Background: an optimization exercise with open tools, aiming at small area, a short achievable clock period and few clock cycles per item. Do not read the settings as production practice.

==> 10-11: inputs <==
==> flow/design.v <==
module multiplier(
    input clk,
    input logic valid_in,
    input logic[31:0] a,
    input logic[31:0] b,
    output logic valid_out,
    output logic[63:0] r
);
    localparam int K  = 4;
    localparam int NC = 32 / K;
    localparam int CW = $clog2(NC + 1);
    logic [31:0] A, B;
    logic [63:0] acc;
    logic [CW-1:0] cnt;
    logic [K-1:0] C;
    logic [NC-1:0] za, zb, pa, pb;
    logic [CW-1:0] na, nb;
    logic [K-1:0] ta, tb;
    logic swap;
    always_comb begin
        for (int i = 0; i < NC; i++) begin
            za[i] = |a[i*K +: K];
            zb[i] = |b[i*K +: K];
        end
        pa[NC-1] = za[NC-1];
        pb[NC-1] = zb[NC-1];
        for (int i = NC - 2; i >= 0; i--) begin
            pa[i] = pa[i+1] | za[i];
            pb[i] = pb[i+1] | zb[i];
        end
        na = '0;
        nb = '0;
        ta = '0;
        tb = '0;
        for (int i = 0; i < NC; i++) begin
            na = na + CW'(pa[i]);
            nb = nb + CW'(pb[i]);
            if (i == NC - 1) begin
                ta = ta | a[i*K +: K];
                tb = tb | b[i*K +: K];
            end else begin
                ta = ta | (a[i*K +: K] & {K{~pa[i+1]}});
                tb = tb | (b[i*K +: K] & {K{~pb[i+1]}});
            end
        end
        swap = |(pa & ~pb);
    end
    logic [K-1:0] nxt;
    always_comb begin
        nxt = '0;
        for (int i = 0; i < NC - 1; i++)
            if (cnt == CW'(i + 2)) nxt = A[i*K +: K];
    end
    always_ff @(posedge clk) begin
        if (valid_in) begin
            A   <= swap ? b : a;
            B   <= swap ? a : b;
            cnt <= swap ? nb : na;
            C   <= swap ? tb : ta;
            acc <= '0;
        end else if (cnt != 0) begin
            acc <= (acc << K) + C * B;
            cnt <= cnt - 1'b1;
            C   <= nxt;
        end
    end
    assign valid_out = (cnt == 0);
    assign r = acc;
endmodule
==> flow/run.sh <==
#!/bin/bash
# synth_recipe.tcl (not shown) runs the flow's synth.tcl, then flattens the netlist and writes it again
# the make line also repeats each setting of config.mk as NAME=value (left out here)
make -C /OpenROAD-flow-scripts/flow DESIGN_CONFIG=/design/flow/config.mk WORK_HOME=/design/flow/orfs CLKGATE_MAP_FILE= SYNTH_SCRIPT=/design/flow/synth_recipe.tcl finish
==> flow/config.mk <==
export PLATFORM = sky130hd
export DESIGN_NAME = multiplier
export DESIGN_NICKNAME = multiplier
export VERILOG_FILES = /design/flow/design.v
export SDC_FILE = /design/flow/constraint.sdc
export NUM_CORES = 4
export LEC_CHECK = 0
export CAP_MARGIN = 20
export CORE_MARGIN = 2
export CORE_UTILIZATION = 40
export SLEW_MARGIN = 20
==> flow/constraint.sdc <==
create_clock -name core_clock -period 8.0 [get_ports {clk}]
set_input_delay 1.6000 -clock core_clock [delete_from_list [all_inputs] [get_ports {clk}]]
set_output_delay 1.6000 -clock core_clock [all_outputs]
set_load 0.01 [all_outputs]
==> inputs of 07-23, as changes to 10-11 <==
==> flow/design.v (replaced) <==
module multiplier(
    input clk,
    input logic valid_in,
    input logic[31:0] a,
    input logic[31:0] b,
    output logic valid_out,
    output logic[63:0] r
);
    localparam int K  = 4;
    localparam int NC = 32 / K;
    localparam int CW = $clog2(NC + 1);
    logic [31:0] A, B;
    logic [63:0] acc;
    logic [CW-1:0] cnt;
    logic [NC-1:0] za, zb, pa, pb;
    logic [CW-1:0] na, nb;
    logic swap;
    always_comb begin
        for (int i = 0; i < NC; i++) begin
            za[i] = |a[i*K +: K];
            zb[i] = |b[i*K +: K];
        end
        pa[NC-1] = za[NC-1];
        pb[NC-1] = zb[NC-1];
        for (int i = NC - 2; i >= 0; i--) begin
            pa[i] = pa[i+1] | za[i];
            pb[i] = pb[i+1] | zb[i];
        end
        na = '0;
        nb = '0;
        for (int i = 0; i < NC; i++) begin
            na = na + CW'(pa[i]);
            nb = nb + CW'(pb[i]);
        end
        swap = |(pa & ~pb);
    end
    logic [K-1:0] chunk;
    assign chunk = A[(cnt - 1'b1) * K +: K];
    always_ff @(posedge clk) begin
        if (valid_in) begin
            A   <= swap ? b : a;
            B   <= swap ? a : b;
            cnt <= swap ? nb : na;
            acc <= '0;
        end else if (cnt != 0) begin
            acc <= (acc << K) + chunk * B;
            cnt <= cnt - 1'b1;
        end
    end
    assign valid_out = (cnt == 0);
    assign r = acc;
endmodule
==> inputs of 04-06, as changes to 10-11 <==
==> flow/design.v (replaced) <==
module multiplier(
    input clk,
    input logic valid_in,
    input logic[31:0] a,
    input logic[31:0] b,
    output logic valid_out,
    output logic[63:0] r
);
    logic [31:0] A, B;
    logic v;
    always_ff @(posedge clk) begin
        if (valid_in) begin
            A <= a;
            B <= b;
            v <= 1'b1;
        end
    end
    assign valid_out = v;
    assign r = {32'b0, A} * {32'b0, B};
endmodule
==> qor.yml <==
routedWlPerCell_um: 16.7
synth_cells: 1211
design.seq.count: 132
buffer_area_share_pct: 10.0
initial_core_util_pct: 40.4
outcome: "timing/DRC/antenna clean"
antenna_found_initial: 0
clock-sinks: 132
num-nonclk-buffers: 141
dp_cells: 1681
the above is filed under 07-23

==> qor.yml <==
clock-sinks: 132
outcome: "timing/DRC/antenna clean"
routedWlPerCell_um: 17.7
design.seq.count: 132
synth_cells: 1338
dp_cells: 1806
num-nonclk-buffers: 137
the above is filed under 10-11

==> qor.yml <==
num-nonclk-buffers: 655
setup_violations: 51
so.violations: "setup timing"
synth_cells: 3760
initial_core_util_pct: 40.5
design.seq.count: 64
layout_setup_ws_ns: -1.52
dp_cells: 5257
antenna_found_initial: 1
outcome: "failed layout checks"
clock-sinks: 64
the above is filed under 04-06

No functional check of the RTL was part of any run of this note.

## separate check: timing with driven ports
The results above use ideal ports. As a check the final layouts listed here were re-extracted and re-timed, cells and wires unchanged.
Step 1: set_driving_cell puts a clkbuf_16 on clk and a buf_2 on each other input, an assumption about the parent block.
Step 2 also shifts input and output timing later by t, the mid clock arrival at the registers, as if the neighbouring blocks saw the same clock.
Slacks: ideal / step 1 / step 2; pairs: ideal / step 1.
run | t (ns) | slack for setup (ns) | worst setup path after step 2
10-11 | 0.487 | 1.622 / 1.655 / 1.168 | input to register
07-23 | 0.474 | 0.923 / 0.923 / 0.923 | register to register
04-06 | 0.461 | -1.520 / -1.581 / -1.120 | register to output
The setup slack of 10-11, which loses most, moves by +0.033 ns with the drivers and by -0.454 ns with both steps.
